Background: an optimization exercise with open tools, aiming at small area, a short achievable clock period and few clock cycles per item. Do not read the settings as production practice. In this exercise RTL edits were held to simulation tests only and were not proved equivalent to the original.

## flow/design.v (module list and top-level ports; edited modules follow where they fit)
// module lms_core: 4499 lines
// module lms_gp: 11 lines
// module lms_g: 8 lines
// module lms_fa: 10 lines
module lms_core #(
    parameter WIDTH = 16,
    parameter FRAC  = 8
)(
    input wire clk,
    input wire rst,
    input wire start,
    input wire signed [WIDTH-1:0] x_in,
    input wire signed [WIDTH-1:0] d_in,
    output wire signed [WIDTH-1:0] y_out,
    output wire signed [WIDTH-1:0] e_out,
    output reg done
);
  // ...
==> flow/run.sh <==
#!/bin/bash
# synth_recipe.tcl (not shown) runs the flow's synth.tcl, then flattens the netlist and writes it again
# the make line also repeats each setting of config.mk as NAME=value (left out here)
make -C /OpenROAD-flow-scripts/flow DESIGN_CONFIG=/design/flow/config.mk WORK_HOME=/design/flow/orfs CLKGATE_MAP_FILE= SYNTH_SCRIPT=/design/flow/synth_recipe.tcl finish
==> flow/config.mk <==
export PLATFORM = sky130hd
export DESIGN_NAME = lms_core
export DESIGN_NICKNAME = lms_core
export VERILOG_FILES = /design/flow/design.v
export SDC_FILE = /design/flow/constraint.sdc
export NUM_CORES = 4
export LEC_CHECK = 0
export CAP_MARGIN = 20
export CORE_MARGIN = 2
export CORE_UTILIZATION = 55
export CTS_BUF_LIST = sky130_fd_sc_hd__clkbuf_4 sky130_fd_sc_hd__clkbuf_8
export SETUP_SLACK_MARGIN = 2.75
export SLEW_MARGIN = 20
export SYNTH_HIERARCHICAL = 1
export SYNTH_MINIMUM_KEEP_SIZE = 0
export TNS_END_PERCENT = 10
==> flow/constraint.sdc <==
create_clock -name core_clock -period 8.0 [get_ports {clk}]
set_input_delay 1.6000 -clock core_clock [delete_from_list [all_inputs] [get_ports {clk}]]
set_output_delay 1.6000 -clock core_clock [all_outputs]
set_load 0.01 [all_outputs]
==> results_dict.tcl, run 1 <==
set metrics [dict create \
    cp_top_family "compound AO/OA/AOI/OAI gates" \
    cp-endpoint "y_out[15]" \
    wl_met1_um 81500 \
    synth_compound_area_frac 0.0882 \
    port-buffer-count 67 \
    grt_max_degree 136 \
    buffers 163 \
    yosysTopAreaCell "fa_1" \
    layout_common_cells "mux2i_1, fa_1, xnor2_1, a21o_1, ha_1" \
    reg2reg_to "u3[15]" \
    drt_iter0_drc 3410 \
    rrSetupSlack_ns 2.69 \
    maxCapViolCount 0 \
    coreArea_mm2 0.101 \
    fillCellCount 8967 \
    dominant_cells "multi-input gates" \
    drt.antenna.violating_nets 0 \
    fp-row-count 117 \
    cp_data_arrival_time_ns 3.73 \
    synth_ff_type "dfxtp_1" \
    regMostFlops "acc_a" \
    numCtsBuffers 94 \
    outcome "timing/DRC/antenna clean" \
    dp_cells 6708 \
    largest_register_ffs 25 \
    layout_setup_ws_ns 2.67 \
    crit_path_top_delay_cell "clkdlybuf4s50_1" \
    cp_cell_sequence "fa_1 -> ha_1 -> a21o_1 -> a21o_1 -> a21o_4 -> a21o_1 -> xnor2_2 -> xnor2_1 -> clkdlybuf4s50_1" \
    grt_pass1_wl_um 274000 \
    final_common_cell "mux2i_1" \
    worst-path-buf-inv 1 \
    fin_setup_tns_ns 0 \
    synth-xor-area-share 0.142 \
    crit_top_cell "a21o_1" \
    min_path_cells 1 \
    wire_per_inst_um 27.7 \
    min_to "done" \
    clockBufferCount 140 \
    grtUsageMet2 0.561 \
    fin_skew_ns 0.0574 \
    multi_input_area_mm2 0.0435 \
    finalSetupViolCount 0 \
]
Testbench counts, summed over its fixed seeds: cycles 6,144, items 2,048.
==> run 2, diff against run 1 <==
--- a/flow/config.mk
+++ b/flow/config.mk
@@ -10,7 +10,6 @@
 export CORE_UTILIZATION = 55
 export CTS_BUF_LIST = sky130_fd_sc_hd__clkbuf_4 sky130_fd_sc_hd__clkbuf_8
-export SETUP_SLACK_MARGIN = 2.75
+export SETUP_SLACK_MARGIN = 3.0
 export SLEW_MARGIN = 20
 export SYNTH_HIERARCHICAL = 1
 export SYNTH_MINIMUM_KEEP_SIZE = 0
-export TNS_END_PERCENT = 10
==> results_dict.tcl, run 2 <==
set metrics [dict create \
    outcome "timing/DRC/antenna clean" \
    cp_data_arrival_time_ns 5.88 \
    synth_compound_area_frac 0.0882 \
    min_path_cells 1 \
    synth_area_per_cell_um2 10.0 \
    synth_cell_types 60 \
    synth-edff-count 0 \
    worstMarginPinSlew_ns 1.31 \
    netlist_instances 5606 \
    grt_util_met3 0.0853 \
    cts.clk_slew.worst_paths_ns 0.06 \
    drive_gt1_frac 0.178 \
    drv_slew 0 \
    fmax_mhz 190 \
    grt_max_degree 203 \
    synthMuxAreaShare 0.125 \
    synth_area_leaders "fa_1, dfxtp_1, mux2i_1, ha_1, xnor2_1" \
    yosysMostFrequentCell "mux2i_1" \
    via_per_inst 5.76 \
    ys_seq_elements 510 \
    dieArea_mm2 0.105 \
    synth-xor-area-share 0.142 \
    synthDominantCellAreaShare 0.206 \
    seq_area_mm2 0.0106 \
    vias 40600 \
    yosys.area_share.simple 0.0974 \
    layout_common_cells "mux2i_1, xnor2_1, fa_1, a21o_1, ha_1" \
    dp_hpwl_um 153000 \
    hp-class "flip-flop to flip-flop" \
    cp-start-kind "flip-flop" \
    start_util 0.553 \
    drc 0 \
    reg2regPathDepth 16 \
    numCtsBuffers 91 \
    final_common_cell "mux2i_1" \
    fin_setup_tns_ns 0 \
    fp-row-count 117 \
    cp_data_required_time_ns 8.62 \
    cts.path.max_buffers 3 \
    drt.antenna.violating_nets 0 \
    wire_per_inst_um 27.9 \
    cts_root_buf "clkbuf_8" \
    grt_pass1_vias 40500 \
    grt_busiest_layer "met2" \
    coreArea_mm2 0.101 \
    drt-total-wl_um 197000 \
    rrSetupSlack_ns 2.74 \
    crit-reg2reg-launch "eq1_1" \
    synth_ff_type "dfxtp_1" \
    largest_register_ffs 25 \
    fin_nets 6720 \
    post-place-ws_ns 1.46 \
    hold_violations 0 \
    slew_headroom 0.128 \
    overflow 0 \
    die_height_um 323 \
    regMostFlops "acc_a" \
    maxCapViolCount 0 \
    rsz0062_at_grt "true" \
    cts.sinks 510 \
    ios 68 \
    grt.total_usage 0.374 \
    synth_top_family_by_area "adder cells" \
    cts_tree "done" \
    drt_iter0_drc 3807 \
    min_to "done" \
    endpoint_kind "flip-flop" \
    reg2reg_to "acc_b[17]" \
    syn_to_final_growth_pct 12.4 \
    first_pass_iters 5 \
    crit_fanout 4 \
    hold_buffers 0 \
    fp.dieW_um 323 \
    antenna_found_initial 8 \
    fin_skew_ns 0.0744 \
    grtUsageMet2 0.566 \
    grt_pass1_wl_um 279000 \
    port-buffer-count 67 \
    top_regs "acc_a: 25 flops, acc_b: 24 flops" \
    yosysSeqAreaShare 0.182 \
    fin_crit_sh 0.658 \
    crit_type "flip-flop to flip-flop" \
    multi_input_area_mm2 0.0449 \
    synth_fa_ha_area_frac 0.317 \
    htree_levels 3 \
    layout_setup_ws_ns 2.74 \
    finalSetupViolCount 0 \
    fillCellCount 8698 \
    holdCritStartpoint "ph2" \
    insertion_delay_ns 0.81 \
    yosysTopAreaCell "fa_1" \
    synth.top_cells.by_count "mux2i_1, fa_1, xnor2_1" \
    synth_area_mm2 0.0561 \
    synth-async-reset-ratio 0 \
    grt_util_met1 0.500 \
    finalCriticalPeriod_ns 5.26 \
    globalplace.congestion 0.990 \
    yosys_warnings 7 \
]
==> run 2: modules after synthesis (local to each module, per instance) <==
module | flip-flops and latches | times used | cells | cell area [µm²]
lms_fa | 0 | 552 | 1 | 20.0
lms_core | 510 | 1 | 4248 | 39400
lms_g | 0 | 216 | 1 | 7.51
lms_gp | 0 | 295 | 2 | 13.8
==> run 2: final cells by class <==
type,count,share of cell area
clock buffer,136,0.0270
clock inverter,21,0.00399
timing repair inverter,1,0.000139
multi-input combinational,4415,0.712
sequential,510,0.169
tap,1368,0.0271
timing repair buffer,286,0.0423
antenna,8,0.000317
inverter,305,0.0187
==> run 2: stage by stage <==
step / hold WS [ns] / util / instance area (µm²) / cells
final: 0.440 / 0.622 / 63100 / 7050
after global routing: 0.471 / 0.621 / 63000 / 7047
after CTS: 0.451 / 0.602 / 61100 / 6938
after detailed placement: 0.434 / 0.564 / 57200 / 6699
after global placement: 0.430 / 0.564 / 57200 / 6699
after floorplan: 0.414 / - / 56100 / 5607
==> run 2: worst max-delay path by stage <==
stage / from / to / slack, ns
6_report: eq1_1 / acc_b[17] / 2.74
5_1_grt: eq1_1 / acc_b[17] / 2.62
4_1_cts: eq1_0 / acc_b[9] / 2.73
3_5_place_dp: acc_a[1] / v3[15] / 1.46
3_3_place_gp: acc_a[1] / v3[15] / 1.55
2_1_floorplan: acc_a[1] / v3[15] / 2.94
==> run 2: critical path, cell delays in order (launching register included) <==
cell     delay [ns]
dfxtp_4        0.40
buf_6          0.12
mux2i_1        0.21
xnor2_1        0.12
fa_2           0.38
fa_1           0.54
fa_2           0.49
or2_4          0.27
and2_4         0.13
a21o_1         0.18
a21o_4         0.26
a21o_1         0.18
nand2_2        0.07
fa_2           0.44
fa_2           0.35
fa_2           0.53
fa_2           0.41
==> run 2: what timing repair did <==
action,4_1_cts,5_1_grt
pin swaps,55,90
setup buffers,77,102
gates resized for setup,436,225
gates cloned,5,2
endpoints found under the setup margin,149,52
==> run 2: metal layers <==
metal	up-vias	wire, µm
li1	18300	-
met1	20100	83400
met2	1689	84200
met3	505	16400
met4	8	12900
met5	-	55
==> run 2: logic make-up (layout without fill, tap and decap cells) <==
family,Yosys count,in the layout
flops,510,510
other cells,2,11
compound gates,686,687
fa+ha+maj,1075,1075
mux,692,692
buf+inv,685,749
xor+xnor,904,904
simple gates,1052,1054

## afterwards: timing with drivers on the ports
In the flow no input, the clock included, has a driving cell. The finished layouts below were timed again as built, in two steps. Step 1, drivers: a clkbuf_16 drives clk and a buf_2 each remaining input, both assumed. Step 2, shift: input delay + t, output delay - t, t = (earliest + latest rising clock arrival at the registers) / 2. This alone moves slack from input paths to output paths. Three values: ideal, step 1, step 2; two values: the first two.
| run | shift t [ns] | slack for setup (ns) | worst setup path after step 2 |
|---|---|---|---|
| run 1 | 0.815 | 2.666 / 2.604 / 2.695 | register to register |
| run 2 | 0.844 | 2.739 / 2.739 / 2.739 | register to register |
After both steps setup and hold are still met in every run listed.
